This design comes from an exercise in tuning for small area and a short achievable clock period on the open sky130 flow, not from production work.
No functional check of the RTL was part of any run shown here.

**flow/constraint.sdc**
```tcl
create_clock -name core_clock -period 17.0 [get_ports {clk}]
set_input_delay 3.4000 -clock core_clock [delete_from_list [all_inputs] [get_ports {clk}]]
set_output_delay 3.4000 -clock core_clock [all_outputs]
set_load 0.01 [all_outputs]
```
**flow/run.sh**
```bash
#!/bin/bash
# synth_recipe.tcl (not shown) runs the flow's synth.tcl, then flattens the netlist and writes it again
# the make line also repeats each setting of config.mk as NAME=value (left out here)
make -C /OpenROAD-flow-scripts/flow DESIGN_CONFIG=/design/flow/config.mk WORK_HOME=/design/flow/orfs CLKGATE_MAP_FILE= SYNTH_SCRIPT=/design/flow/synth_recipe.tcl finish
```
**flow/config.mk**
```make
export PLATFORM = sky130hd
export DESIGN_NAME = neural_predictor
export DESIGN_NICKNAME = neural_predictor
export VERILOG_FILES = /design/flow/design.v
export SDC_FILE = /design/flow/constraint.sdc
export NUM_CORES = 4
export LEC_CHECK = 0
export CAP_MARGIN = 20
export CORE_MARGIN = 2
export CORE_UTILIZATION = 35
export PLACE_DENSITY = 0.55
export SETUP_SLACK_MARGIN = 5
export SLEW_MARGIN = 20
```
**flow/design.v**
```verilog
module neural_predictor(input clk, input rst, input current_pc_valid, input [15:0] current_pc,
	input result_valid, input [15:0] result_pc, input result,
	output current_should_jump);
	reg [7:0] history;
	reg [7:0] history_valid;
	reg [575:0] wt;
	reg [7:0] slot_valid;
	reg [7:0] slot_neg;
	reg [7:0] slot_small;
	reg [2:0] wp;
	reg [2:0] rp;
	wire [7:0] pos_sel = history_valid & history;
	wire [7:0] neg_sel = history_valid & ~history;
	wire [3:0] pos_cnt = pos_sel[0] + pos_sel[1] + pos_sel[2] + pos_sel[3]
	                   + pos_sel[4] + pos_sel[5] + pos_sel[6] + pos_sel[7];
	wire y0 = pos_cnt >= 4'd2;
	wire y1 = pos_cnt >= 4'd4;
	wire [3:0] pa = pos_cnt - {2'd0, y0 & y1, y0 ^ y1, 1'b0};
	wire x0 = pa > 4'd0;
	wire x1 = pa > 4'd1;
	wire x2 = pa > 4'd2;
	wire x3 = pa > 4'd3;
	wire [7:0] cp_oh = 8'd1 << current_pc[2:0];
	wire [7:0] r_oh = 8'd1 << result_pc[2:0];
	wire [7:0] cw [0:8];   
	wire [7:0] rw [0:8];   
	genvar p, k, l;
	generate
		for (k = 0; k < 9; k = k + 1) begin : rd
			wire [7:0] ca [0:8];
			wire [7:0] ra [0:8];
			assign ca[0] = 8'd0;
			assign ra[0] = 8'd0;
			for (p = 0; p < 8; p = p + 1) begin : o
				assign ca[p+1] = ca[p] | (wt[(p*9+k)*8 +: 8] & {8{cp_oh[p]}});
				assign ra[p+1] = ra[p] | (wt[(p*9+k)*8 +: 8] & {8{r_oh[p]}});
			end
			assign cw[k] = ca[8];
			assign rw[k] = ra[8];
		end
	endgenerate
	wire [7:0] op0 = cw[0];
	wire [7:0] op1, op2, op3, op4, op5, op6, op7, op8;
	wire [7:0] m [1:8];
	generate
		for (k = 1; k < 9; k = k + 1) begin : sel
			assign m[k] = (~cw[k] & {8{pos_sel[k-1]}}) | (cw[k] & {8{neg_sel[k-1]}});
		end
	endgenerate
	assign op1 = m[1];
	assign op2 = m[2];
	assign op3 = m[3];
	assign op4 = m[4];
	assign op5 = m[5];
	assign op6 = m[6];
	assign op7 = m[7];
	assign op8 = m[8];
	wire s1 = op0[0] ^ op1[0] ^ op2[0];
	wire c2 = (op0[0] & op1[0]) | (op0[0] & op2[0]) | (op1[0] & op2[0]);
	wire s3 = x0 ^ op3[0] ^ op4[0];
	wire c4 = (x0 & op3[0]) | (x0 & op4[0]) | (op3[0] & op4[0]);
	wire s5 = op0[1] ^ op1[1] ^ op2[1];
	wire c6 = (op0[1] & op1[1]) | (op0[1] & op2[1]) | (op1[1] & op2[1]);
	wire s7 = op3[1] ^ op4[1] ^ op5[1];
	wire c8 = (op3[1] & op4[1]) | (op3[1] & op5[1]) | (op4[1] & op5[1]);
	wire s9 = y0 ^ op6[1] ^ op7[1];
	wire c10 = (y0 & op6[1]) | (y0 & op7[1]) | (op6[1] & op7[1]);
	wire s11 = op0[2] ^ op1[2] ^ op2[2];
	wire c12 = (op0[2] & op1[2]) | (op0[2] & op2[2]) | (op1[2] & op2[2]);
	wire s13 = op3[2] ^ op4[2] ^ op5[2];
	wire c14 = (op3[2] & op4[2]) | (op3[2] & op5[2]) | (op4[2] & op5[2]);
	wire s15 = op6[2] ^ op7[2] ^ op8[2];
	wire c16 = (op6[2] & op7[2]) | (op6[2] & op8[2]) | (op7[2] & op8[2]);
	wire s17 = op0[3] ^ op1[3] ^ op2[3];
	wire c18 = (op0[3] & op1[3]) | (op0[3] & op2[3]) | (op1[3] & op2[3]);
	wire s19 = op3[3] ^ op4[3] ^ op5[3];
	wire c20 = (op3[3] & op4[3]) | (op3[3] & op5[3]) | (op4[3] & op5[3]);
	wire s21 = op6[3] ^ op7[3] ^ op8[3];
	wire c22 = (op6[3] & op7[3]) | (op6[3] & op8[3]) | (op7[3] & op8[3]);
	wire s23 = op0[4] ^ op1[4] ^ op2[4];
	wire c24 = (op0[4] & op1[4]) | (op0[4] & op2[4]) | (op1[4] & op2[4]);
	wire s25 = op3[4] ^ op4[4] ^ op5[4];
	wire c26 = (op3[4] & op4[4]) | (op3[4] & op5[4]) | (op4[4] & op5[4]);
	wire s27 = op6[4] ^ op7[4] ^ op8[4];
	wire c28 = (op6[4] & op7[4]) | (op6[4] & op8[4]) | (op7[4] & op8[4]);
	wire s29 = op0[5] ^ op1[5] ^ op2[5];
	wire c30 = (op0[5] & op1[5]) | (op0[5] & op2[5]) | (op1[5] & op2[5]);
	wire s31 = op3[5] ^ op4[5] ^ op5[5];
	wire c32 = (op3[5] & op4[5]) | (op3[5] & op5[5]) | (op4[5] & op5[5]);
	wire s33 = op6[5] ^ op7[5] ^ op8[5];
	wire c34 = (op6[5] & op7[5]) | (op6[5] & op8[5]) | (op7[5] & op8[5]);
	wire s35 = op0[6] ^ op1[6] ^ op2[6];
	wire c36 = (op0[6] & op1[6]) | (op0[6] & op2[6]) | (op1[6] & op2[6]);
	wire s37 = op3[6] ^ op4[6] ^ op5[6];
	wire c38 = (op3[6] & op4[6]) | (op3[6] & op5[6]) | (op4[6] & op5[6]);
	wire s39 = op6[6] ^ op7[6] ^ op8[6];
	wire c40 = (op6[6] & op7[6]) | (op6[6] & op8[6]) | (op7[6] & op8[6]);
	wire s41 = op0[7] ^ ~op1[7] ^ ~op2[7];
	wire c42 = (op0[7] & ~op1[7]) | (op0[7] & ~op2[7]) | (~op1[7] & ~op2[7]);
	wire s43 = ~op3[7] ^ ~op4[7] ^ ~op5[7];
	wire c44 = (~op3[7] & ~op4[7]) | (~op3[7] & ~op5[7]) | (~op4[7] & ~op5[7]);
	wire s45 = ~op6[7] ^ ~op7[7] ^ ~op8[7];
	wire c46 = (~op6[7] & ~op7[7]) | (~op6[7] & ~op8[7]) | (~op7[7] & ~op8[7]);
	wire s47 = op5[0] ^ op6[0] ^ op7[0];
	wire c48 = (op5[0] & op6[0]) | (op5[0] & op7[0]) | (op6[0] & op7[0]);
	wire s49 = op8[1] ^ c2 ^ c4;
	wire c50 = (op8[1] & c2) | (op8[1] & c4) | (c2 & c4);
	wire s51 = y1 ^ s5 ^ s7;
	wire c52 = (y1 & s5) | (y1 & s7) | (s5 & s7);
	wire s53 = c10 ^ c6 ^ c8;
	wire c54 = (c10 & c6) | (c10 & c8) | (c6 & c8);
	wire s55 = s11 ^ s13 ^ s15;
	wire c56 = (s11 & s13) | (s11 & s15) | (s13 & s15);
	wire s57 = c12 ^ c14 ^ c16;
	wire c58 = (c12 & c14) | (c12 & c16) | (c14 & c16);
	wire s59 = s17 ^ s19 ^ s21;
	wire c60 = (s17 & s19) | (s17 & s21) | (s19 & s21);
	wire s61 = c18 ^ c20 ^ c22;
	wire c62 = (c18 & c20) | (c18 & c22) | (c20 & c22);
	wire s63 = s23 ^ s25 ^ s27;
	wire c64 = (s23 & s25) | (s23 & s27) | (s25 & s27);
	wire s65 = c24 ^ c26 ^ c28;
	wire c66 = (c24 & c26) | (c24 & c28) | (c26 & c28);
	wire s67 = s29 ^ s31 ^ s33;
	wire c68 = (s29 & s31) | (s29 & s33) | (s31 & s33);
	wire s69 = c30 ^ c32 ^ c34;
	wire c70 = (c30 & c32) | (c30 & c34) | (c32 & c34);
	wire s71 = s35 ^ s37 ^ s39;
	wire c72 = (s35 & s37) | (s35 & s39) | (s37 & s39);
	wire s73 = c36 ^ c38 ^ c40;
	wire c74 = (c36 & c38) | (c36 & c40) | (c38 & c40);
	wire s75 = s41 ^ s43 ^ s45;
	wire c76 = (s41 & s43) | (s41 & s45) | (s43 & s45);
	wire s77 = op0[7] ^ c42 ^ c44;
	wire c78 = (op0[7] & c42) | (op0[7] & c44) | (c42 & c44);
	wire s79 = x1 ^ op8[0] ^ s1;
	wire c80 = (x1 & op8[0]) | (x1 & s1) | (op8[0] & s1);
	wire s81 = c48 ^ s9 ^ s49;
	wire c82 = (c48 & s9) | (c48 & s49) | (s9 & s49);
	wire s83 = c50 ^ c52 ^ s53;
	wire c84 = (c50 & c52) | (c50 & s53) | (c52 & s53);
	wire s85 = c54 ^ c56 ^ s57;
	wire c86 = (c54 & c56) | (c54 & s57) | (c56 & s57);
	wire s87 = c58 ^ c60 ^ s61;
	wire c88 = (c58 & c60) | (c58 & s61) | (c60 & s61);
	wire s89 = c62 ^ c64 ^ s65;
	wire c90 = (c62 & c64) | (c62 & s65) | (c64 & s65);
	wire s91 = c66 ^ c68 ^ s69;
	wire c92 = (c66 & c68) | (c66 & s69) | (c68 & s69);
	wire s93 = c70 ^ c72 ^ s73;
	wire c94 = (c70 & c72) | (c70 & s73) | (c72 & s73);
	wire s95 = c46 ^ c74 ^ c76;
	wire c96 = (c46 & c74) | (c46 & c76) | (c74 & c76);
	wire s97 = x2 ^ s3 ^ s47;
	wire c98 = (x2 & s3) | (x2 & s47) | (s3 & s47);
	wire s99 = c80 ^ s51 ^ s81;
	wire c100 = (c80 & s51) | (c80 & s81) | (s51 & s81);
	wire s101 = s55 ^ c82 ^ s83;
	wire c102 = (s55 & c82) | (s55 & s83) | (c82 & s83);
	wire s103 = s59 ^ c84 ^ s85;
	wire c104 = (s59 & c84) | (s59 & s85) | (c84 & s85);
	wire s105 = s63 ^ c86 ^ s87;
	wire c106 = (s63 & c86) | (s63 & s87) | (c86 & s87);
	wire s107 = s67 ^ c88 ^ s89;
	wire c108 = (s67 & c88) | (s67 & s89) | (c88 & s89);
	wire s109 = s71 ^ c90 ^ s91;
	wire c110 = (s71 & c90) | (s71 & s91) | (c90 & s91);
	wire s111 = s75 ^ c92 ^ s93;
	wire c112 = (s75 & c92) | (s75 & s93) | (c92 & s93);
	wire s113 = s77 ^ c94 ^ s95;
	wire c114 = (s77 & c94) | (s77 & s95) | (c94 & s95);
	wire s115 = op0[7] ^ c78 ^ c96;
	wire c116 = (op0[7] & c78) | (op0[7] & c96) | (c78 & c96);
	wire [11:0] ts = {1'b1, ~op0[7], c114, c112, c110, c108, c106, c104, c102, c100, c98, s79};
	wire [11:0] tc = {1'b0, c116, s115, s113, s111, s109, s107, s105, s103, s101, s99, s97};
	wire [11:0] gg [0:4];
	wire [11:0] pp [0:4];
	assign gg[0] = (ts & tc) | {11'd0, (ts[0] ^ tc[0]) & x3};
	assign pp[0] = ts ^ tc;
	generate
		for (l = 0; l < 4; l = l + 1) begin : ks
			for (k = 0; k < 12; k = k + 1) begin : b
				if (k >= (1 << l)) begin : c
					assign gg[l+1][k] = gg[l][k] | (pp[l][k] & gg[l][k - (1 << l)]);
					assign pp[l+1][k] = pp[l][k] & pp[l][k - (1 << l)];
				end else begin : n
					assign gg[l+1][k] = gg[l][k];
					assign pp[l+1][k] = pp[l][k];
				end
			end
		end
	endgenerate
	wire [11:0] z = pp[0] ^ {gg[4][10:0], x3};
	assign current_should_jump = z[11];
	wire cur_neg = ~z[11] & (|z[10:0]);
	wire cur_small = $signed(z) >= -12'sd28 && $signed(z) <= 12'sd28;
	wire pop_valid = result_valid & slot_valid[rp];
	wire s_neg = slot_neg[rp];
	wire s_small = slot_small[rp];
	wire train = pop_valid & (s_small | (result ? s_neg : ~s_neg));
	wire [7:0] nw [0:8];
	generate
		for (k = 0; k < 9; k = k + 1) begin : upd
			if (k == 0) begin : nb
				assign nw[k] = rst ? 8'd0 : (rw[k] + {{7{result}}, 1'b1});
			end else begin : nk
				assign nw[k] = rst ? 8'd0 : (rw[k] + {{7{~result}}, 1'b1});
			end
		end
		for (p = 0; p < 8; p = p + 1) begin : wr
			for (k = 0; k < 9; k = k + 1) begin : wk
				wire hbit;
				if (k == 0) begin : b
					assign hbit = 1'b1;
				end else begin : h
					assign hbit = pos_sel[k-1];
				end
				always @(posedge clk)
					if (rst | (train & r_oh[p] & hbit))
						wt[(p*9+k)*8 +: 8] <= nw[k];
			end
		end
	endgenerate
	always @(posedge clk) begin
		if (rst) begin
			history <= 8'd0;
			history_valid <= 8'd0;
			slot_valid <= 8'd0;
			wp <= 3'd0;
			rp <= 3'd0;
		end else begin
			if (pop_valid) begin
				history <= {history[6:0], result};
				history_valid <= {history_valid[6:0], 1'b1};
			end
			if (current_pc_valid) begin
				slot_valid[wp] <= 1'b1;
				slot_neg[wp] <= cur_neg;
				slot_small[wp] <= cur_small;
				wp <= wp + 3'd1;
			end
			if (result_valid) begin
				slot_valid[rp] <= 1'b0;
				rp <= rp + 3'd1;
			end
		end
	end
endmodule
```
==> qor.csv, run 1 <==
stage,metric,value,unit
status,outcome,no timing/DRC/antenna violations,
clocking,numCtsBuffers,71,
detailed_routing,dr.pass1.iters,6,
timing,period_minus_slack,12.06,ns
timing,hold_ws,0.532,ns
timing,fin_skew,0.0283,ns
setup_path,worstPathRequired,13.60,ns
setup_path,arrival,8.66,ns
synth,synth_edf_count,592,
timing,setup_violations,0,
timing,slew_headroom,22.6,%
worst_hold_path,min_path_type,reg -> reg,
die,die-height,309,µm
global_route,grt_pass1_wl,166,mm
clocking,h-tree-depth,3,
placement,portBuffers,11,
timing,clock.fmax,82.9,MHz
setup_path,worstSetupPathType,in -> out,
global_route,antenna_found_initial,3,
setup_path,max_stage_delay,0.60,ns
synth,syn-cell-area,32500,µm²
timing,rsz0062_at_grt,true,
synth,ys_ff_latch,622,
die,num_rows,111,
timing,tns,0,ns
clocking,ctsHoldBuffers,0,
synth,syn_nets,2774,
setup_path,end_kind,output pin,
clocking,root_buffer,clkbuf_16,
placement,pre_cts_slack,2.81,ns
detailed_routing,antenna_left,0,
layout,drive_above_1_share,12.1,%
synth,yosysWarnings,1,
clocking,cts.sinks,622,
timing,setup_ws,4.94,ns
die,dieArea,95200,µm²
layout,area_growth,14.8,%
synth,async_flop_share,0,%
global_route,grt_pass1_vias,24100,
detailed_routing,wire_per_inst,30.6,µm
synth,synthCells,2587,
timing,worst_pin_slew,1.16,ns
setup_path,cp_max_fo,12,
synth,yosysUniqueCellTypes,71,
clocking,cts.clk_slew.worst_paths,0.06,ns
clocking,cts_tree,built,
placement,gp_congestion,0.915,
die,fp.dieW,309,µm
placement,dp_hpwl,65.2,mm
global_route,grtUsageTotal,24.0,%
setup_path,path_cells,buf_8 -> and3b_4 -> buf_6 -> buf_12 -> a22oi_2 -> nand4_1 -> xor2_1 -> nand2_1 -> fa_2 -> inv_1 -> fa_2 -> fa_1 -> fa_1 -> ha_4 -> and2_4 -> a221o_1 -> or3_4 -> a41o_4 -> inv_2 -> buf_6,
synth,synthTopCellsByArea,"edfxtp_1 55%, a22oi_1 10%, fa_1 4.5%, ha_1 3.0%, xor2_1 2.2%",
synth,yosysTopAreaCellShare,54.7,%
synth,avgSynthCellArea,12.6,µm²
layout,final_nets,2786,
timing,slew_viol_final,0,
setup_path,worst_setup_path_start_kind,primary input,
synth,synth_seq_area_share,56.6,%
synth,yosys.area.top_type,edfxtp_1,
run,drv_cap,0,
global_route,grt_max_degree,54,
detailed_routing,drc,0,
detailed_routing,wl,119,mm
die,core,91800,µm²
detailed_routing,drt_iter0_markers,3572,
clocking,insertion_delay,0.63,ns
die,initial_core_util,35.4,%
timing,hold_viol_final,0,
timing,fin_crit_sh,70.9,%
setup_path,critPathSlowestCell,fa_1,
synth,ys.flop_type,edfxtp_1,
detailed_routing,via_per_inst,6.30,
detailed_routing,route.vias.total,24600,
clocking,clk_path_buf_depth,3,
global_route,gr-total-overflow,0,
die,io_pins,38,
-- metal layers --
metal  up-vias  part of all wire, %  track usage (%)
met2      1553                   45             37.6
met4         0                  4.0             9.70
met3       272                   11             4.93
met1     12500                   40             32.7
met5         -                    0                0
li1      10300                    -                -
-- state kept, by name, indices dropped and copies added (netlist names) --
register,cells
rp,3
slot_valid,8
history,8
slot_neg,8
slot_small,8
wt,576
history_valid,8
wp,3
-- cells in the final DEF, fill, tap and decap left out, types with 10 or more instances in the layout --
master / n
nand2_1: 121
and2_1: 11
nand3_1: 35
a211oi_1: 10
a21o_1: 36
mux4_2: 15
xnor2_1: 34
o22ai_1: 11
nor2b_1: 23
clkinv_2: 12
o211ai_1: 16
buf_6: 13
nor2_1: 184
nand4_1: 110
dfxtp_1: 30
o221ai_1: 11
xor2_1: 81
mux2i_1: 34
buf_4: 65
a21oi_1: 55
a311oi_1: 15
fa_1: 64
buf_16: 11
a221oi_1: 33
a22oi_1: 436
nor4_1: 11
buf_12: 10
o21a_1: 13
edfxtp_1: 592
a22o_1: 32
ha_1: 72
inv_1: 84
clkbuf_16: 77
o21ai_0: 32
and3_1: 17
mux2_2: 37
nor3_1: 23
clkbuf_1: 19
-- area by class of cell --
class | instances | area [µm²]
clock buffer | 96 | 1940
clock inverter | 30 | 300
timing repair buffer | 114 | 1410
tap | 1243 | 1560
sequential | 622 | 18400
multi-input combinational | 1703 | 13400
antenna | 1 | 2.50
fill | 8491 | 54500
inverter | 87 | 328
-- synth_stat cells (6+ instances only) --
master    number
edfxtp_1     592
a22oi_1      440
nor2_1       186
clkbuf_1     133
nand2_1      122
nand4_1      110
inv_1         86
xor2_1        81
ha_1          77
fa_1          73
a21oi_1       57
mux2_2        37
a21o_1        36
nand3_1       35
mux2i_1       34
xnor2_1       34
a221oi_1      33
o21ai_0       33
a22o_1        32
dfxtp_1       30
buf_1         28
nor3_1        25
nor2b_1       23
and3_1        19
buf_2         17
o211ai_1      16
a311oi_1      15
mux4_2        15
and2_1        14
o21a_1        13
nor4_1        11
o221ai_1      11
o22ai_1       11
a211oi_1      10
nor3b_1        9
a31oi_1        8
o31ai_1        8
o211a_1        6
-- worst max-delay path, delay by kind of cell --
kind	cells	cell delay, ns
adder cells (fa/ha/maj)	5	2.23
buffers and inverters	6	0.70
AO/OA/AOI/OAI	3	0.79
AND/OR/NAND/NOR	5	1.23
XOR/XNOR	1	0.28
-- final timing paths --
check / cells past startpoint / slack [ns] / start / end
worst min register to register: 2 / 0.53 / slot_valid[4] / slot_valid[4]
worst max-delay path: 20 / 4.94 / current_pc[2] / current_should_jump
worst min-delay path: 2 / 0.53 / slot_valid[4] / slot_valid[4]
worst max register to register: 27 / 8.36 / history[3] / slot_neg[7]
-- cells by family after synthesis --
logic type	Yosys count	share of synthesized area, %
AO/OA/AOI/OAI	758	17.3
flip-flops	622	56.6
AND/OR/NAND/NOR	589	8.96
buffers and inverters	267	3.17
adder cells (fa/ha/maj)	150	7.47
XOR/XNOR	115	3.10
multiplexers	86	3.37
-- timing repair --
item / 4_1_cts / 5_1_grt
endpoints found under the setup margin: 1 / 1
gates cloned: 15 / 5
pin swaps: 34 / 21
setup buffers: 24 / 13
gates resized for setup: 91 / 21
-- through the flow --
step / cells / util, % / instance area, µm²
6_report: 3896 / 40.6 / 37300
5_1_grt: 3895 / 40.6 / 37300
4_1_cts: 3876 / 40.3 / 37000
3_5_place_dp: 3711 / 37.0 / 34000
3_3_place_gp: 3711 / 37.0 / 34000
2_1_floorplan: 2587 / - / 32500
==> run 2, diff against run 1 <==
--- a/flow/config.mk
+++ b/flow/config.mk
@@ -7,2 +7,3 @@
 export LEC_CHECK = 0
+export ABC_CLOCK_PERIOD_IN_PS = 3000
 export CAP_MARGIN = 20
==> qor.csv, run 2 <==
stage,metric,value,unit,change
timing,slew_viol_final,0,,unchanged
clocking,clk_path_buf_depth,3,,unchanged
timing,clock.fmax,82.9,MHz,unchanged
placement,gp_congestion,0.915,,unchanged
synth,ys_ff_latch,622,,unchanged
global_route,grt_max_degree,54,,unchanged
synth,synthTopCellsByArea,"edfxtp_1 55%, a22oi_1 10%, fa_1 4.5%, ha_1 3.0%, xor2_1 2.2%",,unchanged
setup_path,r2r_cells,27,,unchanged
global_route,gr-total-overflow,0,,unchanged
synth,syn-cell-area,32500,µm²,unchanged
setup_path,cp.buffers_inverters,6,,unchanged
global_route,grt_pass1_wl,166,mm,unchanged
global_route,antenna_found_initial,3,,unchanged
layout,drive_above_1_share,12.1,%,unchanged
placement,portBuffers,11,,unchanged
synth,ys.flop_type,edfxtp_1,,unchanged
detailed_routing,drt_iter0_markers,3572,,unchanged
synth,yosysMostFrequentCell,edfxtp_1,,unchanged
layout,final_nets,2786,,unchanged
worst_hold_path,hold_end,slot_valid[4],,unchanged
setup_path,max_stage_delay,0.60,ns,about the same
synth,yosys.area.top_type,edfxtp_1,,unchanged
timing,period_minus_slack,12.06,ns,unchanged
timing,setup_violations,0,,unchanged
die,initial_core_util,35.4,%,unchanged
clocking,cts.sinks,622,,unchanged
global_route,grtUsageTotal,24.0,%,unchanged
die,num_rows,111,,unchanged
detailed_routing,via_per_inst,6.30,,unchanged
synth,yosysUniqueCellTypes,71,,unchanged
timing,hold_viol_final,0,,unchanged
synth,yosysTopAreaCellShare,54.7,%,unchanged
layout,final_common_cell,edfxtp_1,,unchanged
global_route,grt_pass1_vias,24100,,unchanged
layout,largest_reg_flops,576,,unchanged
layout,area_growth,14.8,%,unchanged
clocking,cts_tree,built,,unchanged
detailed_routing,dr.pass1.iters,6,,unchanged
synth,syn_nets,2774,,unchanged
setup_path,critPathSlowestCell,fa_1,,unchanged
detailed_routing,wl,119,mm,unchanged
setup_path,end_kind,output pin,,unchanged
die,die-height,309,µm,unchanged
worst_hold_path,min_path_type,reg -> reg,,unchanged
clocking,h-tree-depth,3,,unchanged
timing,fin_skew,0.0283,ns,unchanged
timing,slew_headroom,22.6,%,unchanged
setup_path,critical_path.top_delay_family,adder cells,,unchanged
detailed_routing,drc,0,,unchanged
timing,rsz0062_at_grt,true,,unchanged
synth,synth_edf_count,592,,unchanged
clocking,cts.clk_slew.worst_paths,0.06,ns,about the same
worst_hold_path,min_from,slot_valid[4],,unchanged
synth,synth_seq_area_share,56.6,%,unchanged
synth,synthTopCellsByCount,"592 x edfxtp_1, 440 x a22oi_1, 186 x nor2_1",,unchanged
die,fp.dieW,309,µm,unchanged
synth,synthCells,2587,,unchanged
setup_path,worstSetupPathType,in -> out,,unchanged
detailed_routing,antenna_left,0,,unchanged
placement,pre_cts_slack,2.81,ns,unchanged
run,drv_cap,0,,unchanged
clocking,ctsHoldBuffers,0,,unchanged
setup_path,r2r_end,slot_neg[7],,unchanged
placement,dp_hpwl,65.2,mm,unchanged
die,core,91800,µm²,unchanged
detailed_routing,route.vias.total,24600,,unchanged
synth,avgSynthCellArea,12.6,µm²,unchanged
detailed_routing,wire_per_inst,30.6,µm,unchanged
setup_path,r2r_start,history[3],,unchanged
setup_path,arrival,8.66,ns,about the same
setup_path,cp_max_fo,12,,unchanged
timing,setup_ws,4.94,ns,unchanged
timing,worst_pin_slew,1.16,ns,unchanged
timing,tns,0,ns,unchanged
die,dieArea,95200,µm²,unchanged
setup_path,worst_setup_path_start_kind,primary input,,unchanged
setup_path,rrSetupSlack,8.36,ns,about the same
placement,placed_cell_area,34000,µm²,unchanged
clocking,insertion_delay,0.63,ns,about the same
worst_hold_path,hold_depth,2,,unchanged
clocking,numCtsBuffers,71,,unchanged
timing,fin_crit_sh,70.9,%,unchanged
die,io_pins,38,,unchanged
layout,mostFrequentLayoutCells,"592 x edfxtp_1, 436 x a22oi_1, 184 x nor2_1, 121 x nand2_1, 110 x nand4_1",,unchanged
clocking,root_buffer,clkbuf_16,,unchanged
status,outcome,no timing/DRC/antenna violations,,unchanged
layout,top_register,wt,,unchanged
layout,final_area,37300,µm²,unchanged
synth,async_flop_share,0,%,unchanged
setup_path,path_cells,buf_8 -> and3b_4 -> buf_6 -> buf_12 -> a22oi_2 -> nand4_1 -> xor2_1 -> nand2_1 -> fa_2 -> inv_1 -> fa_2 -> fa_1 -> fa_1 -> ha_4 -> and2_4 -> a221o_1 -> or3_4 -> a41o_4 -> inv_2 -> buf_6,,unchanged
setup_path,worstPathRequired,13.60,ns,about the same
synth,yosysWarnings,1,,unchanged
## run 2: cell counts in the layout (fill, tap and decap cells not counted)
No cell type changed its count.
## run 2: cells by family after synthesis
| family | after synthesis | share of synthesized area [%] |
|---|---|---|
| AO/OA/AOI/OAI | 758 | 17.3 |
| XOR/XNOR | 115 | 3.10 |
| adder cells (fa/ha/maj) | 150 | 7.47 |
| buffers and inverters | 267 | 3.17 |
| flip-flops | 622 | 56.6 |
| multiplexers | 86 | 3.37 |
| AND/OR/NAND/NOR | 589 | 8.96 |
## run 2: layout make-up
cell class                 count  area (µm²)
tap                         1243        1560
inverter                      87         328
sequential                   622       18400
clock inverter                30         300
clock buffer                  96        1940
antenna                        1        2.50
multi-input combinational   1703       13400
fill                        8491       54500
timing repair buffer         114        1410
## run 2: how the worst max path moves through the flow
stage	startpoint	to	slack, ns	cells past startpoint
final	current_pc[2]	current_should_jump	4.94	20
after floorplan	current_pc[1]	current_should_jump	5.00	20
after global routing	current_pc[0]	current_should_jump	4.88	20
after detailed placement	current_pc[1]	current_should_jump	2.81	19
after CTS	current_pc[0]	current_should_jump	5.00	19
after global placement	current_pc[1]	current_should_jump	2.89	19
## run 2: per-stage QoR
stage / std cells / hold WS, ns / util [%]
floorplan: 2587 / 0.482 / -
global placement: 3711 / 0.531 / 37.0
detailed placement: 3711 / 0.529 / 37.0
CTS: 3876 / 0.540 / 40.3
global route: 3895 / 0.562 / 40.6
finish: 3896 / 0.532 / 40.6
## run 2: timing repair
item | 4_1_cts | 5_1_grt
gates resized for setup | 91 | 21
setup endpoints to repair | 1 | 1
pin swaps | 34 | 21
gates cloned | 15 | 5
hold endpoints to repair | 0 | 0
buffers inserted | 24 | 13
## run 2: per-layer routing
layer  share of wire, %  track usage [%]  vias to the layer above
met1                 40             32.7                    12500
met5                  0                0                        -
met3                 11             4.93                      272
li1                   -                -                    10300
met4                4.0             9.70                        0
met2                 45             37.6                     1553
## run 2: worst min-delay path, delay by kind of cell, from the launching register on
family	cells	cell delay (ns)
AOI/OAI and AO/OA	1	0.11
DFF	1	0.32
and+or+nand+nor	1	0.05
==> run 3, diff against run 2 <==
==> flow/flow/run.sh (new file) <==
#!/bin/bash
# The standard layout, with timing repair aiming for 9 ns of setup slack.
set -euo pipefail
bash standard.sh SETUP_SLACK_MARGIN=9 finish > make_finish.log 2>&1
==> flow/standard.sh (new file) <==
#!/bin/bash
# synth_recipe.tcl (not shown) runs the flow's synth.tcl, then flattens the netlist and writes it again
# the make line also repeats each setting of config.mk as NAME=value (left out here)
make -C /OpenROAD-flow-scripts/flow DESIGN_CONFIG=/design/flow/config.mk WORK_HOME=/design/flow/orfs CLKGATE_MAP_FILE= SYNTH_SCRIPT=/design/flow/synth_recipe.tcl "${@:-finish}"
--- a/flow/config.mk
+++ b/flow/config.mk
@@ -7,3 +7,2 @@
 export LEC_CHECK = 0
-export ABC_CLOCK_PERIOD_IN_PS = 3000
 export CAP_MARGIN = 20
@@ -12,3 +11,2 @@
 export PLACE_DENSITY = 0.55
-export SETUP_SLACK_MARGIN = 5
 export SLEW_MARGIN = 20
removed: flow/run.sh
==> qor.csv, run 3 <==
stage,metric,value,unit,change
setup_path,arrival,8.69,ns,was 8.66 ns
detailed_routing,dr.pass1.iters,8,,was 6
die,dieArea,95200,µm²,unchanged
detailed_routing,met1Wirelength,47.9,mm,about the same
global_route,grt_pass1_wl,176,mm,was 166 mm
synth,yosysWarnings,1,,unchanged
clocking,clk_path_buf_depth,3,,unchanged
synth,synthTopCellsByCount,"592 x edfxtp_1, 440 x a22oi_1, 186 x nor2_1",,unchanged
timing,slew_headroom,17.7,%,was 22.6%
layout,mostFrequentLayoutCells,"592 x edfxtp_1, 412 x a22oi_1, 183 x nor2_1, 119 x buf_4, 115 x nand2_1",,"was 592 x edfxtp_1, 436 x a22oi_1, 184 x nor2_1, 121 x nand2_1, 110 x nand4_1"
timing,rsz0062_at_grt,true,,unchanged
die,die-height,309,µm,unchanged
synth,syn-cell-area,32500,µm²,unchanged
timing,fin_crit_sh,71.1,%,was 70.9%
synth,async_flop_share,0,%,unchanged
synth,yosysUniqueCellTypes,71,,unchanged
die,io_pins,38,,unchanged
timing,hold_ws,0.517,ns,was 0.532 ns
global_route,grt_max_degree,68,,was 54
detailed_routing,top_layer_used,met5,,was met4
timing,setup_ws,4.91,ns,was 4.94 ns
setup_path,worstPathRequired,13.60,ns,about the same
clocking,insertion_delay,0.65,ns,was 0.63 ns
clocking,cts.clk_slew.worst_paths,0.05,ns,was 0.06 ns
synth,avgSynthCellArea,12.6,µm²,unchanged
worst_hold_path,min_path_type,reg -> reg,,unchanged
layout,final_area,38800,µm²,was 37300 µm²
layout,final_common_cell,edfxtp_1,,unchanged
timing,setup_violations,0,,unchanged
detailed_routing,wl,125,mm,was 119 mm
placement,dp_hpwl,66.4,mm,was 65.2 mm
synth,yosysMostFrequentCell,edfxtp_1,,unchanged
placement,gp_congestion,0.936,,was 0.915
placement,pre_cts_slack,2.93,ns,was 2.81 ns
die,num_rows,111,,unchanged
die,fp.dieW,309,µm,unchanged
clocking,numCtsBuffers,72,,was 71
clocking,cts.sinks,622,,unchanged
synth,synth_seq_area_share,56.6,%,unchanged
setup_path,cp_max_fo,7,,was 12
status,outcome,no timing/DRC/antenna violations,,unchanged
setup_path,worst_setup_path_start_kind,primary input,,unchanged
detailed_routing,via_per_inst,6.39,,was 6.30
timing,tns,0,ns,unchanged
timing,worst_pin_slew,1.23,ns,was 1.16 ns
die,initial_core_util,35.4,%,unchanged
timing,slew_viol_final,0,,unchanged
detailed_routing,drc,0,,unchanged
detailed_routing,route.vias.total,25500,,was 24600
detailed_routing,wire_per_inst,31.3,µm,was 30.6 µm
layout,area_growth,19.6,%,was 14.8%
synth,synthTopCellsByArea,"edfxtp_1 55%, a22oi_1 10%, fa_1 4.5%, ha_1 3.0%, xor2_1 2.2%",,unchanged
clocking,h-tree-depth,3,,unchanged
detailed_routing,wl_met2,54.5,mm,was 53.3 mm
timing,clock.fmax,82.7,MHz,was 82.9 MHz
run,drv_cap,0,,unchanged
detailed_routing,wl_met3,15.6,mm,was 13.1 mm
synth,synthCells,2587,,unchanged
setup_path,worstSetupPathType,in -> out,,unchanged
placement,placed_cell_area,34100,µm²,was 34000 µm²
synth,yosys.area.top_type,edfxtp_1,,unchanged
timing,period_minus_slack,12.09,ns,was 12.06 ns
global_route,antenna_found_initial,2,,was 3
layout,top_register,wt,,unchanged
layout,fillers,8289,,was 8491
layout,utilization,42.3,%,was 40.6%
timing,fin_skew,0.0352,ns,was 0.0283 ns
layout,final_nets,2867,,was 2786
layout,largest_reg_flops,576,,unchanged
placement,portBuffers,11,,unchanged
global_route,grtUsageTotal,25.6,%,was 24.0%
global_route,grt_pass1_vias,25200,,was 24100
synth,syn_nets,2774,,unchanged
timing,hold_viol_final,0,,unchanged
synth,yosysTopAreaCellShare,54.7,%,unchanged
clocking,root_buffer,clkbuf_16,,unchanged
synth,ys_ff_latch,622,,unchanged
setup_path,end_kind,output pin,,unchanged
layout,drive_above_1_share,17.6,%,was 12.1%
clocking,cts_tree,built,,unchanged
synth,synth_edf_count,592,,unchanged
global_route,gr-total-overflow,0,,unchanged
die,core,91800,µm²,unchanged
detailed_routing,drt_iter0_markers,3447,,was 3572
detailed_routing,antenna_left,0,,unchanged
synth,ys.flop_type,edfxtp_1,,unchanged
[run 3: cell types whose count changed in the layout (fill, tap and decap cells not counted), moves of 10 or more]
cell	previous run	this run
buf_4	65	119
buf_16	11	21
a22oi_1	436	412
fa_2	9	24
fa_1	64	49
buf_12	10	21
a22oi_2	4	28
[run 3: cells by family (layout without fill, tap and decap cells)]
group / Yosys count / count (layout) / synth area share (%)
AOI/OAI and AO/OA: 758 / 758 / 17.3
xor gates and xnor gates: 115 / 115 / 3.10
adders and majority gates: 150 / 150 / 7.47
buffers and inverters: 267 / 414 / 3.17
DFF: 622 / 622 / 56.6
muxes: 86 / 86 / 3.37
other: 0 / 1 / 0
and+or+nand+nor: 589 / 593 / 8.96
[run 3: final timing paths]
path                                    start                   to  slack [ns]  depth (start not counted)
worst max-delay path            current_pc[1]  current_should_jump        4.91                         22
worst min-delay path            slot_valid[4]        slot_valid[4]        0.52                          2
worst max register to register     history[1]        slot_small[1]        8.69                         26
worst min register to register  slot_valid[4]        slot_valid[4]        0.52                          2
[run 3: final cells by class]
class | instances | area [µm²] | area share, %
diodes | 1 | 2.50 | 0.00644
clock buffers | 95 | 1960 | 5.05
repair buffers | 195 | 2500 | 6.43
inverters | 87 | 330 | 0.851
multi-input cells | 1702 | 13700 | 35.3
flip-flops and latches | 622 | 18400 | 47.3
well taps | 1243 | 1560 | 4.00
clock inverters | 37 | 414 | 1.07
[run 3: repair_timing]
item	in CTS	in global routing
hold endpoints to repair	0	0
gates cloned	25	1
pin swaps	50	43
hold buffers	0	0
setup endpoints to repair	17	17
gates resized for setup	158	29
buffers inserted	90	20
[run 3: worst max-delay path, stage by stage]
cell and delay [ns]:
buf_16 0.11, nor3b_4 0.15, buf_12 0.13, buf_16 0.15
buf_16 0.17, buf_6 0.14, a22oi_2 0.13, nand4_1 0.28
xor2_1 0.26, nand2_1 0.13, fa_2 0.58, inv_2 0.04
fa_2 0.36, fa_1 0.47, fa_1 0.58, ha_4 0.23
and2_4 0.16, a221o_1 0.32, or3_4 0.36, a41o_4 0.32
inv_4 0.07, buf_6 0.10
[run 3: per-stage QoR]
stage / cells
2_1_floorplan: 2587
3_3_place_gp: 3709
3_5_place_dp: 3710
4_1_cts: 3957
5_1_grt: 3981
6_report: 3982
[run 3: per-layer routing]
layer	global-route usage (%)	up-vias
li1	-	10400
met1	33.8	12800
met2	38.6	1770
met3	7.14	408
met4	13.3	2
met5	0	-
==> run 4, diff against run 3 <==
==> flow/flow/run.sh (replaced) <==
#!/bin/bash
# The standard layout, with timing repair aiming for 7 ns of setup slack.
set -euo pipefail
bash standard.sh SETUP_SLACK_MARGIN=7 finish > make_finish.log 2>&1
==> qor.csv, run 4 <==
stage,metric,value,unit,change
clocking,root_buffer,clkbuf_16,,unchanged
synth,ys.flop_type,edfxtp_1,,unchanged
die,core,91800,µm²,unchanged
timing,fin_crit_sh,70.6,%,was 71.1%
synth,synthTopCellsByArea,"edfxtp_1 55%, a22oi_1 10%, fa_1 4.5%, ha_1 3.0%, xor2_1 2.2%",,unchanged
detailed_routing,top_layer_used,met4,,was met5
synth,synthTopCellsByCount,"592 x edfxtp_1, 440 x a22oi_1, 186 x nor2_1",,unchanged
setup_path,path_cells,buf_16 -> nor3b_4 -> buf_6 -> buf_16 -> buf_16 -> buf_12 -> a22oi_1 -> nand4_1 -> xor2_1 -> nand2_1 -> fa_2 -> inv_1 -> fa_1 -> fa_1 -> fa_2 -> ha_4 -> a21oi_2 -> nand2_1 -> or3_4 -> a41o_4 -> inv_4 -> buf_6,,was buf_16 -> nor3b_4 -> buf_12 -> buf_16 -> buf_16 -> buf_6 -> a22oi_2 -> nand4_1 -> xor2_1 -> nand2_1 -> fa_2 -> inv_2 -> fa_2 -> fa_1 -> fa_1 -> ha_4 -> and2_4 -> a221o_1 -> or3_4 -> a41o_4 -> inv_4 -> buf_6
synth,yosysMostFrequentCell,edfxtp_1,,unchanged
global_route,grt_pass1_wl,166,mm,was 176 mm
layout,area_growth,16.4,%,was 19.6%
setup_path,path_common_cell,buf_16,,unchanged
synth,yosysTopAreaCellShare,54.7,%,unchanged
timing,fin_skew,0.0564,ns,was 0.0352 ns
global_route,gr-total-overflow,0,,unchanged
clocking,ctsHoldBuffers,0,,unchanged
timing,slew_viol_final,0,,unchanged
placement,gp_congestion,0.911,,was 0.936
synth,yosysUniqueCellTypes,71,,unchanged
clocking,cts_tree,built,,unchanged
timing,worst_pin_slew,1.24,ns,was 1.23 ns
clocking,cts.clk_slew.worst_paths,0.05,ns,about the same
timing,clock.fmax,83.3,MHz,was 82.7 MHz
detailed_routing,via_per_inst,6.28,,was 6.39
setup_path,arrival,8.61,ns,was 8.69 ns
setup_path,cp_max_fo,5,,was 7
layout,largest_reg_flops,576,,unchanged
synth,async_flop_share,0,%,unchanged
detailed_routing,route.vias.total,24600,,was 25500
layout,diodes,0,,was 1
detailed_routing,drc,0,,unchanged
synth,synthCells,2587,,unchanged
timing,slew_headroom,16.9,%,was 17.7%
clocking,clk_path_buf_depth,3,,unchanged
global_route,grt_max_degree,61,,was 68
clocking,numCtsBuffers,72,,unchanged
timing,tns,0,ns,unchanged
die,num_rows,111,,unchanged
detailed_routing,dr.pass1.iters,6,,was 8
setup_path,end_kind,output pin,,unchanged
placement,portBuffers,11,,unchanged
layout,drive_above_1_share,14.4,%,was 17.6%
layout,fin_cells,3919,,was 3982
die,dieArea,95200,µm²,unchanged
synth,syn-cell-area,32500,µm²,unchanged
synth,yosysWarnings,1,,unchanged
placement,placed_cell_area,34100,µm²,about the same
timing,setup_violations,0,,unchanged
synth,synth_edf_count,592,,unchanged
setup_path,critPathSlowestCell,fa_2,,unchanged
die,initial_core_util,35.4,%,unchanged
synth,ys_ff_latch,622,,unchanged
detailed_routing,wl_met2,52.9,mm,was 54.5 mm
synth,syn_nets,2774,,unchanged
synth,avgSynthCellArea,12.6,µm²,unchanged
worst_hold_path,min_path_type,reg -> reg,,unchanged
setup_path,rrSetupSlack,8.64,ns,was 8.69 ns
global_route,grt_pass1_vias,24200,,was 25200
die,io_pins,38,,unchanged
layout,final_nets,2809,,was 2867
timing,period_minus_slack,12.01,ns,was 12.09 ns
setup_path,r2r_start,history[1],,unchanged
detailed_routing,wire_per_inst,30.0,µm,was 31.3 µm
detailed_routing,antenna_left,0,,unchanged
timing,hold_viol_final,0,,unchanged
clocking,insertion_delay,0.66,ns,was 0.65 ns
setup_path,worstPathRequired,13.60,ns,about the same
timing,rsz0062_at_grt,true,,unchanged
placement,dp_hpwl,65.5,mm,was 66.4 mm
clocking,cts.sinks,622,,unchanged
worst_hold_path,min_from,slot_valid[4],,unchanged
layout,mostFrequentLayoutCells,"592 x edfxtp_1, 417 x a22oi_1, 182 x nor2_1, 120 x nand2_1, 110 x nand4_1",,"was 592 x edfxtp_1, 412 x a22oi_1, 183 x nor2_1, 119 x buf_4, 115 x nand2_1"
setup_path,r2r_cells,26,,unchanged
detailed_routing,wl_met3,12.7,mm,was 15.6 mm
detailed_routing,drt_iter0_markers,3666,,was 3447
setup_path,worstSetupPathType,in -> out,,unchanged
synth,synth_seq_area_share,56.6,%,unchanged
clocking,h-tree-depth,3,,unchanged
placement,dp_cells,3711,,was 3710
setup_path,worst_setup_path_start_kind,primary input,,unchanged
global_route,antenna_found_initial,2,,unchanged
setup_path,endpoint,current_should_jump,,unchanged
global_route,grtUsageTotal,24.0,%,was 25.6%
die,die-height,309,µm,unchanged
layout,final_area,37800,µm²,was 38800 µm²
status,outcome,no timing/DRC/antenna violations,,unchanged
setup_path,startpoint,current_pc[2],,was current_pc[1]
setup_path,r2r_end,slot_small[5],,was slot_small[1]
run,drv_cap,0,,unchanged
die,fp.dieW,309,µm,unchanged
detailed_routing,met1Wirelength,47.2,mm,was 47.9 mm
setup_path,max_stage_delay,0.58,ns,about the same
layout,top_register,wt,,unchanged
detailed_routing,wl,117,mm,was 125 mm
layout,final_common_cell,edfxtp_1,,unchanged
synth,yosys.area.top_type,edfxtp_1,,unchanged
## run 4: cell counts after synthesis
No cell type changed its count.
## run 4: layout make-up
cell class / instances / area (µm²)
well taps: 1243 / 1560
clock buffers: 96 / 1930
clock inverters: 32 / 354
flip-flops and latches: 622 / 18400
repair buffers: 137 / 1750
fillers: 8415 / 54000
inverters: 87 / 330
multi-input cells: 1702 / 13500
## run 4: critical path, delay by kind of cell
kind	cells	cell delay (ns)
fa+ha+maj	5	2.25
simple gates	5	1.11
buf+inv	8	0.89
compound gates	3	0.67
xor+xnor	1	0.29
## run 4: repair_timing
action	in CTS	in global routing
setup buffers	38	22
setup endpoints to repair	17	1
pin swaps	44	58
gates cloned	14	4
resized for setup	97	35
## run 4: cell families (layout without fill, tap and decap cells)
kind of cell	after synthesis	in the layout	share of synthesized area (%)
muxes	86	86	3.37
DFF	622	622	56.6
AOI/OAI and AO/OA	758	758	17.3
and+or+nand+nor	589	593	8.96
buffers and inverters	267	352	3.17
xor gates and xnor gates	115	115	3.10
adders and majority gates	150	150	7.47
## run 4: through the flow
step	hold WS, ns	worst slack [ns]	utilization [%]
after floorplan	0.482	5.63	-
after global placement	0.505	3.00	37.1
after detailed placement	0.506	2.94	37.1
after CTS	0.515	4.98	40.7
after global routing	0.540	4.91	41.2
final	0.521	4.99	41.2
## run 4: how the worst min path moves through the flow
stage | to | cells past startpoint
4_1_cts | slot_valid[4] | 2
3_3_place_gp | slot_valid[4] | 2
3_5_place_dp | slot_valid[4] | 2
6_report | slot_valid[4] | 2
2_1_floorplan | slot_valid[4] | 2
5_1_grt | slot_valid[4] | 2
## run 4: per-layer routing
metal,up-vias,track usage (%)
met2,1579,37.3
met1,12400,32.5
met4,0,10.6
li1,10300,-
met5,-,0
met3,298,5.01
==> run 5, diff against run 4 <==
--- a/flow/design.v
+++ b/flow/design.v
@@ -4,3 +4,2 @@
 	reg [7:0] history;
-	reg [7:0] history_valid;
 	reg [575:0] wt;
@@ -11,9 +10,8 @@
 	reg [2:0] rp;
-	wire [7:0] pos_sel = history_valid & history;
-	wire [7:0] neg_sel = history_valid & ~history;
-	wire [3:0] pos_cnt = pos_sel[0] + pos_sel[1] + pos_sel[2] + pos_sel[3]
-	                   + pos_sel[4] + pos_sel[5] + pos_sel[6] + pos_sel[7];
-	wire y0 = pos_cnt >= 4'd2;
-	wire y1 = pos_cnt >= 4'd4;
-	wire [3:0] pa = pos_cnt - {2'd0, y0 & y1, y0 ^ y1, 1'b0};
+	wire [7:0] one_sel = ~history;
+	wire [3:0] cnt = one_sel[0] + one_sel[1] + one_sel[2] + one_sel[3]
+	               + one_sel[4] + one_sel[5] + one_sel[6] + one_sel[7];
+	wire y0 = cnt >= 4'd2;
+	wire y1 = cnt >= 4'd4;
+	wire [3:0] pa = cnt - {2'd0, y0 & y1, y0 ^ y1, 1'b0};
 	wire x0 = pa > 4'd0;
@@ -24,35 +22,105 @@
 	wire [7:0] r_oh = 8'd1 << result_pc[2:0];
-	wire [7:0] cw [0:8];   
-	wire [7:0] rw [0:8];   
+	wire [7:0] z_gt;         
+	wire [95:0] z_all;       
 	genvar p, k, l;
 	generate
-		for (k = 0; k < 9; k = k + 1) begin : rd
-			wire [7:0] ca [0:8];
+		for (p = 0; p < 8; p = p + 1) begin : perc
+			wire [7:0] op [0:8];
+			assign op[0] = wt[p*72 +: 8];
+			for (k = 1; k < 9; k = k + 1) begin : sel
+				wire [7:0] w = wt[(p*9+k)*8 +: 8];
+				assign op[k] = w ^ {8{~history[k-1]}};
+			end
+			wire [11:0] ts, tc;
+			csa_tree tree(op[0], op[1], op[2], op[3], op[4], op[5], op[6], op[7], op[8],
+				x0, x1, x2, y0, y1, ts, tc);
+			wire [11:0] gg [0:4];
+			wire [11:0] pp [0:4];
+			assign gg[0] = (ts & tc) | {11'd0, (ts[0] ^ tc[0]) & x3};
+			assign pp[0] = ts ^ tc;
+			for (l = 0; l < 4; l = l + 1) begin : ks
+				for (k = 0; k < 12; k = k + 1) begin : b
+					if (k >= (1 << l)) begin : c
+						assign gg[l+1][k] = gg[l][k] | (pp[l][k] & gg[l][k - (1 << l)]);
+						assign pp[l+1][k] = pp[l][k] & pp[l][k - (1 << l)];
+					end else begin : n
+						assign gg[l+1][k] = gg[l][k];
+						assign pp[l+1][k] = pp[l][k];
+					end
+				end
+			end
+			wire [11:0] z = pp[0] ^ {gg[4][10:0], x3};
+			wire zero = &(pp[0] ~^ {ts[10:0] | tc[10:0], x3});
+			assign z_gt[p] = ~z[11] & ~zero;
+			assign z_all[p*12 +: 12] = z;
+		end
+	endgenerate
+	assign current_should_jump = |(z_gt & cp_oh);
+	wire [11:0] zs [0:8];
+	assign zs[0] = 12'd0;
+	generate
+		for (p = 0; p < 8; p = p + 1) begin : zsel
+			assign zs[p+1] = zs[p] | (z_all[p*12 +: 12] & {12{cp_oh[p]}});
+		end
+	endgenerate
+	wire [11:0] zc = zs[8];
+	wire cur_neg = zc[11];
+	wire cur_small = $signed(zc) >= -12'sd28 && $signed(zc) <= 12'sd28;
+	wire pop_valid = result_valid & slot_valid[rp];
+	wire s_neg = slot_neg[rp];
+	wire s_small = slot_small[rp];
+	wire train = pop_valid & (s_small | (result ? s_neg : ~s_neg));
+	wire [7:0] rw [0:8];   
+	wire [7:0] nw [0:8];
+	generate
+		for (k = 0; k < 9; k = k + 1) begin : upd
 			wire [7:0] ra [0:8];
-			assign ca[0] = 8'd0;
 			assign ra[0] = 8'd0;
 			for (p = 0; p < 8; p = p + 1) begin : o
-				assign ca[p+1] = ca[p] | (wt[(p*9+k)*8 +: 8] & {8{cp_oh[p]}});
 				assign ra[p+1] = ra[p] | (wt[(p*9+k)*8 +: 8] & {8{r_oh[p]}});
 			end
-			assign cw[k] = ca[8];
 			assign rw[k] = ra[8];
+			assign nw[k] = rst ? 8'd0 : (rw[k] + {{7{~result}}, 1'b1});
+		end
+		for (p = 0; p < 8; p = p + 1) begin : wr
+			for (k = 0; k < 9; k = k + 1) begin : wk
+				wire hbit;
+				if (k == 0) begin : b
+					assign hbit = 1'b1;
+				end else begin : h
+					assign hbit = history[k-1];
+				end
+				always @(posedge clk)
+					if (rst | (train & r_oh[p] & hbit))
+						wt[(p*9+k)*8 +: 8] <= nw[k];
+			end
 		end
 	endgenerate
-	wire [7:0] op0 = cw[0];
-	wire [7:0] op1, op2, op3, op4, op5, op6, op7, op8;
-	wire [7:0] m [1:8];
-	generate
-		for (k = 1; k < 9; k = k + 1) begin : sel
-			assign m[k] = (~cw[k] & {8{pos_sel[k-1]}}) | (cw[k] & {8{neg_sel[k-1]}});
-		end
-	endgenerate
-	assign op1 = m[1];
-	assign op2 = m[2];
-	assign op3 = m[3];
-	assign op4 = m[4];
-	assign op5 = m[5];
-	assign op6 = m[6];
-	assign op7 = m[7];
-	assign op8 = m[8];
+	always @(posedge clk) begin
+		if (rst) begin
+			history <= 8'd0;
+			slot_valid <= 8'd0;
+			wp <= 3'd0;
+			rp <= 3'd0;
+		end else begin
+			if (pop_valid) begin
+				history <= {history[6:0], result};
+			end
+			if (current_pc_valid) begin
+				slot_valid[wp] <= 1'b1;
+				slot_neg[wp] <= cur_neg;
+				slot_small[wp] <= cur_small;
+				wp <= wp + 3'd1;
+			end
+			if (result_valid) begin
+				slot_valid[rp] <= 1'b0;
+				rp <= rp + 3'd1;
+			end
+		end
+	end
+endmodule
+module csa_tree(input [7:0] op0, input [7:0] op1, input [7:0] op2, input [7:0] op3,
+	input [7:0] op4, input [7:0] op5, input [7:0] op6, input [7:0] op7, input [7:0] op8,
+	input x0, input x1, input x2, input y0, input y1,
+	output [11:0] ts, output [11:0] tc);
 	wire s1 = op0[0] ^ op1[0] ^ op2[0];
@@ -173,76 +241,4 @@
 	wire c116 = (op0[7] & c78) | (op0[7] & c96) | (c78 & c96);
-	wire [11:0] ts = {1'b1, ~op0[7], c114, c112, c110, c108, c106, c104, c102, c100, c98, s79};
-	wire [11:0] tc = {1'b0, c116, s115, s113, s111, s109, s107, s105, s103, s101, s99, s97};
-	wire [11:0] gg [0:4];
-	wire [11:0] pp [0:4];
-	assign gg[0] = (ts & tc) | {11'd0, (ts[0] ^ tc[0]) & x3};
-	assign pp[0] = ts ^ tc;
-	generate
-		for (l = 0; l < 4; l = l + 1) begin : ks
-			for (k = 0; k < 12; k = k + 1) begin : b
-				if (k >= (1 << l)) begin : c
-					assign gg[l+1][k] = gg[l][k] | (pp[l][k] & gg[l][k - (1 << l)]);
-					assign pp[l+1][k] = pp[l][k] & pp[l][k - (1 << l)];
-				end else begin : n
-					assign gg[l+1][k] = gg[l][k];
-					assign pp[l+1][k] = pp[l][k];
-				end
-			end
-		end
-	endgenerate
-	wire [11:0] z = pp[0] ^ {gg[4][10:0], x3};
-	assign current_should_jump = z[11];
-	wire cur_neg = ~z[11] & (|z[10:0]);
-	wire cur_small = $signed(z) >= -12'sd28 && $signed(z) <= 12'sd28;
-	wire pop_valid = result_valid & slot_valid[rp];
-	wire s_neg = slot_neg[rp];
-	wire s_small = slot_small[rp];
-	wire train = pop_valid & (s_small | (result ? s_neg : ~s_neg));
-	wire [7:0] nw [0:8];
-	generate
-		for (k = 0; k < 9; k = k + 1) begin : upd
-			if (k == 0) begin : nb
-				assign nw[k] = rst ? 8'd0 : (rw[k] + {{7{result}}, 1'b1});
-			end else begin : nk
-				assign nw[k] = rst ? 8'd0 : (rw[k] + {{7{~result}}, 1'b1});
-			end
-		end
-		for (p = 0; p < 8; p = p + 1) begin : wr
-			for (k = 0; k < 9; k = k + 1) begin : wk
-				wire hbit;
-				if (k == 0) begin : b
-					assign hbit = 1'b1;
-				end else begin : h
-					assign hbit = pos_sel[k-1];
-				end
-				always @(posedge clk)
-					if (rst | (train & r_oh[p] & hbit))
-						wt[(p*9+k)*8 +: 8] <= nw[k];
-			end
-		end
-	endgenerate
-	always @(posedge clk) begin
-		if (rst) begin
-			history <= 8'd0;
-			history_valid <= 8'd0;
-			slot_valid <= 8'd0;
-			wp <= 3'd0;
-			rp <= 3'd0;
-		end else begin
-			if (pop_valid) begin
-				history <= {history[6:0], result};
-				history_valid <= {history_valid[6:0], 1'b1};
-			end
-			if (current_pc_valid) begin
-				slot_valid[wp] <= 1'b1;
-				slot_neg[wp] <= cur_neg;
-				slot_small[wp] <= cur_small;
-				wp <= wp + 3'd1;
-			end
-			if (result_valid) begin
-				slot_valid[rp] <= 1'b0;
-				rp <= rp + 3'd1;
-			end
-		end
-	end
+	assign ts = {1'b1, ~op0[7], c114, c112, c110, c108, c106, c104, c102, c100, c98, s79};
+	assign tc = {1'b0, c116, s115, s113, s111, s109, s107, s105, s103, s101, s99, s97};
 endmodule
==> flow/run.sh (new file) <==
#!/bin/bash
# synth_recipe.tcl (not shown) runs the flow's synth.tcl, then flattens the netlist and writes it again
# the make line also repeats each setting of config.mk as NAME=value (left out here)
make -C /OpenROAD-flow-scripts/flow DESIGN_CONFIG=/design/flow/config.mk WORK_HOME=/design/flow/orfs CLKGATE_MAP_FILE= SYNTH_SCRIPT=/design/flow/synth_recipe.tcl finish
--- a/flow/config.mk
+++ b/flow/config.mk
@@ -11,2 +11,3 @@
 export PLACE_DENSITY = 0.55
+export SETUP_SLACK_MARGIN = 5
 export SLEW_MARGIN = 20
removed: flow/flow/run.sh
removed: flow/standard.sh
==> qor.csv, run 5 <==
stage,metric,value,unit,change
synth,yosysMostFrequentCell,inv_1,,was edfxtp_1
layout,top_register,wt,,unchanged
placement,portBuffers,11,,unchanged
synth,yosysTopAreaCellShare,36.9,%,was 54.7%
timing,fin_crit_sh,69.6,%,was 70.6%
synth,syn-cell-area,48200,µm²,was 32500 µm²
die,die-height,375,µm,was 309 µm
placement,dp_cells,5826,,was 3711
clocking,root_buffer,clkbuf_16,,unchanged
setup_path,rrSetupSlack,7.80,ns,was 8.64 ns
layout,final_area,52900,µm²,was 37800 µm²
layout,multi_input_area,27100,µm²,was 13500 µm²
detailed_routing,drc,0,,unchanged
global_route,grt_max_degree,51,,was 61
layout,mostFrequentLayoutCells,"636 x inv_1, 592 x edfxtp_1, 502 x xor2_1, 489 x fa_1, 289 x a22oi_1",,"was 592 x edfxtp_1, 417 x a22oi_1, 182 x nor2_1, 120 x nand2_1, 110 x nand4_1"
setup_path,r2r_start,history[0],,was history[1]
detailed_routing,wire_per_inst,31.3,µm,was 30.0 µm
timing,setup_violations,0,,unchanged
clocking,numCtsBuffers,73,,was 72
timing,worst_pin_slew,1.26,ns,was 1.24 ns
setup_path,arrival,8.44,ns,was 8.61 ns
setup_path,worst_setup_path_start_kind,flip-flop,,was primary input
placement,placed_cell_area,50400,µm²,was 34100 µm²
timing,rsz0062_at_grt,false,,was true
synth,ys.flop_type,edfxtp_1,,unchanged
timing,period_minus_slack,11.84,ns,was 12.01 ns
setup_path,worstPathRequired,13.60,ns,about the same
setup_path,critical_path.top_delay_family,adder cells,,unchanged
clocking,cts.clk_slew.worst_paths,0.06,ns,was 0.05 ns
die,core,137000,µm²,was 91800 µm²
worst_hold_path,min_from,slot_valid[4],,unchanged
clocking,cts.sinks,614,,was 622
clocking,h-tree-depth,3,,unchanged
setup_path,max_stage_delay,0.57,ns,was 0.58 ns
setup_path,worstSetupPathType,reg -> out,,was in -> out
synth,synthTopCellsByArea,"edfxtp_1 37%, fa_1 20%, xor2_1 9.1%, ha_1 6.1%, inv_1 5.0%",,"was edfxtp_1 55%, a22oi_1 10%, fa_1 4.5%, ha_1 3.0%, xor2_1 2.2%"
synth,async_flop_share,0,%,unchanged
detailed_routing,route.vias.total,32800,,was 24600
synth,yosysUniqueCellTypes,84,,was 71
synth,synth_edf_count,592,,unchanged
run,drv_cap,0,,unchanged
detailed_routing,via_per_inst,5.49,,was 6.28
placement,dp_hpwl,147,mm,was 65.5 mm
layout,final_nets,4883,,was 2809
setup_path,critPathSlowestCell,fa_1,,was fa_2
setup_path,startpoint,history[0],,was current_pc[2]
setup_path,path_common_cell,fa_1,,was buf_16
detailed_routing,antenna_left,0,,unchanged
die,dieArea,141000,µm²,was 95200 µm²
layout,diodes,0,,unchanged
detailed_routing,dr.pass1.iters,6,,unchanged
clocking,clk_path_buf_depth,3,,unchanged
timing,slew_headroom,15.4,%,was 16.9%
setup_path,cp.buffers_inverters,6,,was 8
setup_path,end_kind,output pin,,unchanged
timing,slew_viol_final,0,,unchanged
clocking,insertion_delay,0.66,ns,about the same
setup_path,cp_max_fo,10,,was 5
timing,fin_skew,0.0320,ns,was 0.0564 ns
layout,drive_above_1_share,6.45,%,was 14.4%
clocking,ctsHoldBuffers,0,,unchanged
worst_hold_path,min_path_type,reg -> reg,,unchanged
layout,fin_cells,5967,,was 3919
layout,regArea,18200,µm²,was 18400 µm²
layout,final_common_cell,inv_1,,was edfxtp_1
timing,hold_viol_final,0,,unchanged
synth,avgSynthCellArea,11.6,µm²,was 12.6 µm²
layout,area_growth,9.71,%,was 16.4%
synth,synth_seq_area_share,37.8,%,was 56.6%
layout,largest_reg_flops,576,,unchanged
timing,tns,0,ns,unchanged
die,initial_core_util,35.2,%,was 35.4%
detailed_routing,wl,187,mm,was 117 mm
synth,ys_ff_latch,614,,was 622
synth,synthCells,4144,,was 2587
global_route,antenna_found_initial,0,,was 2
placement,gp_congestion,1.07,,was 0.911
die,fp.dieW,375,µm,was 309 µm
synth,synthTopCellsByCount,"641 x inv_1, 592 x edfxtp_1, 502 x xor2_1",,"was 592 x edfxtp_1, 440 x a22oi_1, 186 x nor2_1"
die,num_rows,136,,was 111
die,io_pins,38,,unchanged
global_route,grt_pass1_wl,253,mm,was 166 mm
synth,syn_nets,4908,,was 2774
synth,yosys.area.top_type,edfxtp_1,,unchanged
status,outcome,no timing/DRC/antenna violations,,unchanged
global_route,grt_pass1_vias,32300,,was 24200
clocking,cts_tree,built,,unchanged
detailed_routing,drt_iter0_markers,4191,,was 3666
global_route,gr-total-overflow,0,,unchanged
layout,fillers,13200,,was 8415
timing,clock.fmax,84.5,MHz,was 83.3 MHz
global_route,grtUsageTotal,26.2,%,was 24.0%
synth,yosysWarnings,1,,unchanged
## run 5: cell families (layout without fill, tap and decap cells)
logic type      Yosys count  count (layout)  share of synthesized area, %
flops                   614             614                          37.8
simple gates            578             578                          5.97
mux                      22              22                         0.638
xor+xnor                692             692                          12.6
buf+inv                 821             850                          6.46
compound gates          690             690                          10.1
fa+ha+maj               727             727                          26.5
## run 5: layer usage
layer | track usage [%] | vias up | wire [µm]
met4 | 15.9 | 0 | 13100
met1 | 35.2 | 16700 | 76900
met3 | 4.83 | 325 | 15700
met2 | 39.2 | 1689 | 81000
li1 | - | 14000 | -
met5 | 0 | - | 0
## run 5: cell type report
class	instances	area share (%)
Inverter	641	4.55
Clock inverter	43	0.733
Sequential cell	614	34.5
Timing Repair Buffer	80	1.22
Tap cell	1794	4.24
Multi-Input combinational cell	2709	51.2
Clock buffer	86	3.54
## run 5: worst register-to-register path, delay by kind of cell, from the launching register on
| family | cells | cell delay (ns) |
|---|---|---|
| AND/OR/NAND/NOR | 4 | 1.48 |
| multiplexers | 1 | 0.35 |
| buffers and inverters | 5 | 0.43 |
| adder cells (fa/ha/maj) | 10 | 4.51 |
| AO/OA/AOI/OAI | 8 | 1.95 |
| flip-flops | 1 | 0.34 |
## run 5: repair_timing
item	in CTS	in global routing
endpoints found under the setup margin	1	1
gates resized for setup	13	22
pin swaps	0	3
buffers inserted	8	1
## run 5: through the flow
| stage | hold WS [ns] | setup WS, ns | utilization (%) |
|---|---|---|---|
| after global placement | 0.505 | 4.45 | 36.8 |
| after global routing | 0.553 | 5.00 | 38.6 |
| after floorplan | 0.482 | 5.71 | - |
| after detailed placement | 0.512 | 4.49 | 36.8 |
| final | 0.512 | 5.16 | 38.6 |
| after CTS | 0.524 | 5.08 | 38.5 |
## run 5: final timing paths
| check | to | cells past startpoint |
|---|---|---|
| min | slot_valid[4] | 2 |
| max reg2reg | slot_small[5] | 28 |
| min reg2reg | slot_valid[4] | 2 |
| max | current_should_jump | 26 |

-- port drivers added, routing unchanged --
In the flow no input, the clock included, has a driving cell. The finished layouts below were timed again as built, in two steps.
Step 1 sets driving cells, clkbuf_16 on the clock port and buf_2 on the other inputs (assumed; they add their load-dependent delay and slew).
Step 2 times the ports against the registers' clock, not the clock port: input delays grow and output delays shrink by t, the midpoint of the rising clock arrivals with the driver on.
a / b / c = no drivers / after step 1 / after step 2; a / b = the first two.
run	shift t [ns]	setup WS [ns]	hold slack, ns	worst setup path at the end	worst register clock-pin slew, ns
run 1	0.685	4.943 / 4.815 / 4.815	0.532 / 0.532 / 0.532	input to output	0.06 / 0.06
run 2	0.685	4.943 / 4.815 / 4.815	0.532 / 0.532 / 0.532	input to output	0.06 / 0.06
run 3	0.700	4.914 / 4.812 / 4.812	0.517 / 0.517 / 0.517	input to output	0.06 / 0.06
run 4	0.709	4.994 / 4.903 / 4.903	0.521 / 0.521 / 0.521	input to output	0.06 / 0.06
run 5	0.722	5.165 / 5.091 / 5.813	0.512 / 0.512 / 0.512	register to output	0.07 / 0.07
After both steps setup and hold are still met in every run listed.
